Source: an optimization exercise on an open RTL-to-GDS flow (aim: small area, a short achievable clock period and few clock cycles). Production flows keep margins and buffers that such runs may drop. In this exercise RTL edits were held to simulation tests only and were not proved equivalent to the original. No activity file was given, so power comes from the tool's default toggle rates.

Setup of run 1:
// M1
module M1 (
	input logic Clock,
	input logic resetn,
	input logic [15:0] SRAM_read_data,
	input logic start,
	output logic [17:0] SRAM_address,
	output logic done,
	output logic [15:0] SRAM_write_data,
	output logic SRAM_we_n
);
Size in the first run: ~1800 cells after synthesis, roughly 340 flip-flops, about 55 I/O pins, roughly 0.022 mm2 of cells after synthesis.
Settings: LEC_CHECK=0, CAP_MARGIN=20, CORE_MARGIN=2, CORE_UTILIZATION=60, PLACE_DENSITY=0.75, SLEW_MARGIN=20; clock period 14.0 ns.
standard.sh (not shown) runs the stock make flow with config.mk's settings and CLKGATE_MAP_FILE= SYNTH_SCRIPT=/design/flow/synth_recipe.tcl, a recipe that flattens the netlist after the stock synthesis.
==> flow/flow/run.sh <==
#!/bin/bash
export SETUP_SLACK_MARGIN=10.0
export CTS_CLUSTER_SIZE=25
export CTS_CLUSTER_DIAMETER=300
bash standard.sh > standard.log 2>&1
Testbench counts of run 1, summed over its fixed seeds: cycles 779,580.
> inputs changed (run 1 -> run 2)
- CORE_UTILIZATION: 60 -> 45
- PLACE_DENSITY: 0.75 -> 0.6
--- a/flow/flow/run.sh
+++ b/flow/flow/run.sh
@@ -3,3 +3,4 @@
 export CTS_CLUSTER_SIZE=25
 export CTS_CLUSTER_DIAMETER=300
+export SYNTH_ARGS=-noabc
 bash standard.sh > standard.log 2>&1
[summary]
Run 2: flow completed, timing, DRC and antenna clean
Run 2 has antenna diode count above what run 1 had.
Re number of distinct library cell variants in the gate-level netlist after synthesis: run 2 and run 1 aren't equal, and the lower value belongs to run 1.
Clock share of power (lower): run 1
Run 1 → run 2: final core area utilization -17 points, well tap count went up by 154.
Wire length on run 2 is behind run 1.
Any difference in post-synthesis instance area between run 2 and run 1 is small enough to ignore.
Run 2 has number of buffer and inverter instances along the worst setup path below what run 1 had.
When run 2 is measured against run 1, its global-route usage over all layers turns out 4.9 points lower.
Relative to run 1, the areal power density over the cells of run 2 is lower by 110 mW/mm2.
For run 3, these inputs were changed with respect to run 2:
==> flow/flow/run.sh <==
#!/bin/bash
cat standard.sh > standard_sh.txt
export SETUP_SLACK_MARGIN=10.0
bash standard.sh > standard.log 2>&1
==> comparison <==
Against run 2, worst vdd rail ir drop in run 3 came out worse.
Status: area of the die parity (run 2, run 3)
Against run 2 as the reference, run 3 delivers a higher global-route wire length before repair.
Run 3: hold slack 0.0069 ns above run 2
The run showing the greater final period utilization is run 2.
The proportion of power drawn by the clock network in run 3 sits 12 points below the value recorded for run 2.
In run 3, minimum setup slack in the final design is higher than in run 2.
Run 3 has synthesized-area fraction occupied by adder cells below what run 2 had.
The inputs of run 4 differ from those of run 3 as listed below.
==> flow/flow/run.sh <==
#!/bin/bash
export SETUP_SLACK_MARGIN=10.3
export CTS_CLUSTER_SIZE=25
export CTS_CLUSTER_DIAMETER=300
bash standard.sh > standard.log 2>&1
### Flow results
- Run 4 reached the end of the flow, and the finished layout is clean on the timing, design-rule and antenna checks.
- Run 3: all stages complete, timing, DRC and antenna checks passed
- In the metrics for run 3 and run 4, the one carrying the higher total wirelength of the detailed-routed design is run 3.
- Delta (run 4 minus run 3): final period utilization saw little to no change; power after layout saw a decrease.
- Run 4 — post-CTS setup buffer count 20 higher, run 3 as reference
- Time the final worst path needs with I/O delays and setup essentially unchanged between run 3 and run 4.
- Comparing run 3 and run 4, count of plain and timing-repair buffers in the layout is lower on run 3.
[inputs] run 5 vs run 4
==> flow/flow/run.sh <==
#!/bin/bash
export SETUP_SLACK_MARGIN=10.0
export CTS_CLUSTER_SIZE=30
export CTS_CLUSTER_DIAMETER=200
bash standard.sh > standard.log 2>&1
- Run 5 — hold slack 0.0097 ns higher, run 4 as reference
- In terms of cell count after synthesis, run 4 and run 5 differ only marginally.
- Looking at clock buffer count from CTS, run 5 sits 2 lower than run 4 does.
- When run 5 is measured against run 4, its area growth from synthesis to layout turns out 1.6 points lower.
- On met1 usage: run 5 sits above run 4.
- Per the comparison of run 5 with run 4, maximum vdd ir drop now larger, area of combinational cells with multiple inputs now smaller.
Here is what was changed in the inputs of run 6 compared with run 5.
- swapping 0.6 for 0.7 in PLACE_DENSITY
==> flow/flow/run.sh <==
#!/bin/bash
export SETUP_SLACK_MARGIN=10.0
export CTS_CLUSTER_SIZE=25
export CTS_CLUSTER_DIAMETER=300
bash standard.sh > standard.log 2>&1
### Flow results
- Run 6 | status: complete | timing, DRC, antenna: pass
- Cell area essentially unchanged between run 6 and run 5.
- Run 5 -> run 6: fraction of area in multi-input gates flat
- [compare] base=run 5 new=run 6: number of instances in the placed design saw little to no change, global routing usage on met2 saw a decrease, detailed-route wire length on metal 1 saw a decrease, post-route total power saw a decrease, data arrival time of the critical path saw a decrease.
- The time the final worst path needs with I/O delays and setup reported for run 6 is smaller than that of run 5 by 0.040 ns.
- Cmp run 6 vs run 5: wire length lower in run 6
- Going from run 5 to run 6, non-clock buffer count in the final layout shrinks by 0.71%.


Starting RTL as in the previous note.
Settings: LEC_CHECK=0, CAP_MARGIN=20, CORE_MARGIN=2, CORE_UTILIZATION=45, PLACE_DENSITY=0.8, SLEW_MARGIN=20; clock period 14.0 ns.
==> flow/flow/run.sh <==
#!/bin/bash
export SETUP_SLACK_MARGIN=10.0
export CTS_CLUSTER_SIZE=25
export CTS_CLUSTER_DIAMETER=300
bash standard.sh > standard.log 2>&1
The first run finished clean.
Testbench counts at the start, summed over its fixed seeds: cycles 779,580.
Rerun with:
CAP_MARGIN = 10   (was 20)
PLACE_DENSITY = 0.6   (was 0.8)
SLEW_MARGIN = 10   (was 20)
Sequential share of layout area went up by 0.15 points.
Final area went down slightly.
Synthesized cell count is unchanged.
Total power went up slightly.
Hold slack stays flat.
Via count went down slightly.
Rerun with:
==> flow/flow/run.sh (replaced) <==
#!/bin/bash
export SETUP_SLACK_MARGIN=10.0
export CTS_CLUSTER_SIZE=20
export CTS_CLUSTER_DIAMETER=250
bash standard.sh > standard.log 2>&1
CAP_MARGIN = 20   (was 10)
SLEW_MARGIN = 20   (was 10)
After rerunning: The new run completed without violations; critical path depth stays the same; count of clock-buffer cells in the layout came out higher by 7; combinational power barely changes; first-iteration DRC count came out higher by 1.4%; cell area is about the same; synthesized area is unchanged; wire length came out higher by 0.54%; global-route usage came out higher by 0.11 points.
Rerun with:
==> flow/run.sh (new file) <==
#!/bin/bash
# synth_recipe.tcl (not shown) runs the flow's synth.tcl, then flattens the netlist and writes it again
# the make line also repeats each setting of config.mk as NAME=value (left out here)
make -C /OpenROAD-flow-scripts/flow DESIGN_CONFIG=/design/flow/config.mk WORK_HOME=/design/flow/orfs CLKGATE_MAP_FILE= SYNTH_SCRIPT=/design/flow/synth_recipe.tcl finish
CTS_CLUSTER_DIAMETER = 300   (was not set)
CTS_CLUSTER_SIZE = 25   (was not set)
removed: flow/flow/run.sh
removed: flow/standard.sh
Worst hold slack is about the same.
Cell area goes down by a few percent.
Synthesized area stays the same.
Synthesized cell count is unchanged.
Rerun with:
==> flow/flow/run.sh (new file) <==
#!/bin/bash
export SETUP_SLACK_MARGIN=10.0
export CTS_CLUSTER_SIZE=25
export CTS_CLUSTER_DIAMETER=300
bash standard.sh > standard.log 2>&1
==> flow/standard.sh (new file) <==
#!/bin/bash
# synth_recipe.tcl (not shown) runs the flow's synth.tcl, then flattens the netlist and writes it again
# the make line also repeats each setting of config.mk as NAME=value (left out here)
make -C /OpenROAD-flow-scripts/flow DESIGN_CONFIG=/design/flow/config.mk WORK_HOME=/design/flow/orfs CLKGATE_MAP_FILE= SYNTH_SCRIPT=/design/flow/synth_recipe.tcl "${@:-finish}"
CTS_CLUSTER_DIAMETER = not set   (was 300)
CTS_CLUSTER_SIZE = not set   (was 25)
removed: flow/run.sh
Sequential power hardly moves.
Register-to-register slack is better by 0.63 ns.
Routed wire length came out higher by 4.2%.
Synthesized cell count is unchanged.
Final area climbs by about 3.6%.
Non-clock buffer count climbs by 78.
Synthesized area is unchanged.
Clock power rose by about 2%.
Combinational power came out higher by about 7%.


M1, a different RTL version from the one above (not shown whole).
Size in the first run: about 1900 cells after synthesis, ~340 flip-flops, roughly 55 I/O pins, about 0.022 sq mm of cells after synthesis.
clock: 14.0 ns
lec_check: 0
cap_margin: 20
core_margin: 2
core_utilization: 45
cts_buf_list: sky130_fd_sc_hd__clkbuf_4
cts_cluster_size: 20
place_density: 0.6
slew_margin: 20
run.sh (not shown) runs the stock make flow with config.mk's settings and CLKGATE_MAP_FILE= SYNTH_SCRIPT=/design/flow/synth_recipe.tcl, a recipe that flattens the netlist after the stock synthesis.
Stock flow here: none of the scripts above is used.
Testbench counts at the start, summed over its fixed seeds: cycles 779,580.
Change:
CTS_BUF_LIST = unset   (was sky130_fd_sc_hd__clkbuf_4)
CTS_CLUSTER_SIZE = unset   (was 20)
Result: Utilization grows by 0.14 points. Die area stays the same. Non-clock buffer count stays the same. Total power grows by about 5%. Worst setup slack improved by 0.010 ns.


Another version of the RTL of M1 (not shown whole).
For scale: roughly 1800 cells after synthesis, ~340 flip-flops, roughly 55 I/O pins, roughly 22000 um^2 of cells after synthesis.
// M1
module M1 (
	input logic Clock,
	input logic resetn,
	input logic [15:0] SRAM_read_data,
	input logic start,
	output logic [17:0] SRAM_address,
	output logic done,
	output logic [15:0] SRAM_write_data,
	output logic SRAM_we_n
);
export LEC_CHECK = 0
export CAP_MARGIN = 20
export CORE_MARGIN = 2
export CORE_UTILIZATION = 45
export PLACE_DENSITY = 0.6
export SLEW_MARGIN = 20
create_clock -name core_clock -period 14.0 [get_ports {Clock}]
standard.sh (not shown) runs the stock make flow with config.mk's settings and CLKGATE_MAP_FILE= SYNTH_SCRIPT=/design/flow/synth_recipe.tcl, a recipe that flattens the netlist after the stock synthesis.
==> flow/flow/run.sh <==
#!/bin/bash
export SETUP_SLACK_MARGIN=10.0
export CTS_BUF_LIST=sky130_fd_sc_hd__clkbuf_8
export CTS_CLUSTER_SIZE=30
bash standard.sh > standard.log 2>&1
Testbench counts at the start, summed over its fixed seeds: cycles 779,580.
Change:
==> flow/flow/run.sh (replaced) <==
#!/bin/bash
cat standard.sh > standard_sh.txt
export SETUP_SLACK_MARGIN=11.0
bash standard.sh > standard.log 2>&1
After rerunning:
- The new run went through all stages and came out clean
- total power is higher by 10%
- core utilization is higher by 3.4 points
- hold slack barely changes
- global-route usage is lower by 0.15 points
- clock-buffer cell count is lower by 17
- via count is higher by 3.2%
- non-clock buffer count is higher by 68
- combinational power is higher by 14%
Change:
==> flow/run.sh (new file) <==
#!/bin/bash
# synth_recipe.tcl (not shown) runs the flow's synth.tcl, then flattens the netlist and writes it again
# the make line also repeats each setting of config.mk as NAME=value (left out here)
make -C /OpenROAD-flow-scripts/flow DESIGN_CONFIG=/design/flow/config.mk WORK_HOME=/design/flow/orfs CLKGATE_MAP_FILE= SYNTH_SCRIPT=/design/flow/synth_recipe.tcl finish
removed: flow/flow/run.sh
removed: flow/standard.sh
=>
- The new run passed the timing, design-rule and antenna checks
- first-iteration DRC count went up by 16%
- power went down by 8.0%
- clock skew is about the same
- routed wire length went down by 5.1%
- register-to-register slack degrades by 0.90 ns
- cell count went down by 5.1%
- via count went down by 5.0%
- global-route usage went down by 0.52 points
Change:
==> flow/flow/run.sh (new file) <==
#!/bin/bash
cat standard.sh > standard_sh.txt
export SETUP_SLACK_MARGIN=10.0
bash standard.sh > standard.log 2>&1
==> flow/standard.sh (new file) <==
#!/bin/bash
# synth_recipe.tcl (not shown) runs the flow's synth.tcl, then flattens the netlist and writes it again
# the make line also repeats each setting of config.mk as NAME=value (left out here)
make -C /OpenROAD-flow-scripts/flow DESIGN_CONFIG=/design/flow/config.mk WORK_HOME=/design/flow/orfs CLKGATE_MAP_FILE= SYNTH_SCRIPT=/design/flow/synth_recipe.tcl "${@:-finish}"
removed: flow/run.sh
=>
- The new run produced a clean layout
- synthesized cell count stays the same
- power goes up by 3.3%
- count of clock-buffer cells in the layout fell by 1
- final area climbs by 4.2%
Change:
==> flow/flow/run.sh (replaced) <==
#!/bin/bash
cat standard.sh > standard_sh.txt
export SETUP_SLACK_MARGIN=9.0
bash standard.sh > standard.log 2>&1
=> Global-route usage drops by 0.48 points; first-iteration DRC count rises by 37%; routed wire length decreases by 2.3%; sequential power stays flat; utilization came out lower by 2.1 points; setup slack degrades by 0.63 ns; power goes down by 3.2%; maximum frequency is lower by 13%; worst hold slack stays flat.

==> port drivers added, routing unchanged <==
No port has a modelled driver above. Below, the same layouts with a new extraction and two added sets of constraints. Step 1 (the two cells are an assumption about what drives the block):
set clk [get_ports {Clock}]
set_driving_cell -lib_cell sky130_fd_sc_hd__clkbuf_16 $clk
set_driving_cell -lib_cell sky130_fd_sc_hd__buf_2 [delete_from_list [all_inputs] $clk]
Step 2 moves the port delays by t, midway between the first and last clock arrival at a register: inputs arrive t later, outputs are due t later. That takes back most of the time a late clock gives input paths. Slacks: ideal ports / drivers / drivers and shift; pairs: ideal ports / drivers.
| run | t, ns | slack for setup (ns) | latest minus earliest clock arrival (ns) | worst register clock-pin slew, ns | worst slew at a driven data input, ns |
|---|---|---|---|---|---|
| run 1 | 0.569 | 9.863 / 9.863 / 9.721 | 0.038 / 0.038 | 0.11 / 0.11 | 0.04 |
| run 2 | 0.581 | 9.790 / 9.790 / 9.638 | 0.038 / 0.039 | 0.12 / 0.12 | 0.04 |
| run 3 | 0.615 | 9.884 / 9.884 / 9.549 | 0.027 / 0.028 | 0.07 / 0.07 | 0.04 |
| run 4 | 0.591 | 9.884 / 9.884 / 9.846 | 0.049 / 0.048 | 0.12 / 0.12 | 0.04 |
| run 5 | 0.571 | 9.916 / 9.916 / 9.571 | 0.044 / 0.044 | 0.13 / 0.13 | 0.04 |
| run 6 | 0.569 | 9.956 / 9.956 / 9.615 | 0.040 / 0.039 | 0.12 / 0.12 | 0.04 |
| the first run of note 2 | 0.589 | 9.797 / 9.797 / 9.585 | 0.029 / 0.029 | 0.11 / 0.11 | 0.04 |
| the second run of note 2 | 0.585 | 9.893 / 9.893 / 9.534 | 0.041 / 0.042 | 0.12 / 0.12 | 0.04 |
| the third run of note 2 | 0.601 | 9.900 / 9.900 / 9.548 | 0.038 / 0.037 | 0.10 / 0.10 | 0.04 |
| the fourth run of note 2 | 0.580 | 9.265 / 9.265 / 9.265 | 0.041 / 0.041 | 0.12 / 0.12 | 0.04 |
| the fifth run of note 2 | 0.585 | 9.893 / 9.893 / 9.534 | 0.041 / 0.042 | 0.12 / 0.12 | 0.04 |
| the first run of note 3 | 0.851 | 8.862 / 8.862 / 8.862 | 0.073 / 0.073 | 0.08 / 0.08 | 0.04 |
| the second run of note 3 | 0.595 | 8.873 / 8.873 / 8.873 | 0.023 / 0.024 | 0.07 / 0.07 | 0.04 |
| the first run of note 4 | 0.730 | 9.869 / 9.853 / 9.617 | 0.031 / 0.030 | 0.08 / 0.08 | 0.04 |
| the second run of note 4 | 0.631 | 9.839 / 9.839 / 9.839 | 0.029 / 0.030 | 0.07 / 0.07 | 0.04 |
| the third run of note 4 | 0.619 | 8.943 / 8.943 / 8.943 | 0.030 / 0.030 | 0.06 / 0.06 | 0.04 |
| the fourth run of note 4 | 0.625 | 9.876 / 9.876 / 9.641 | 0.022 / 0.021 | 0.06 / 0.06 | 0.04 |
| the fifth run of note 4 | 0.619 | 9.245 / 9.245 / 9.245 | 0.030 / 0.031 | 0.06 / 0.06 | 0.04 |
After both steps setup and hold are still met in every run listed.
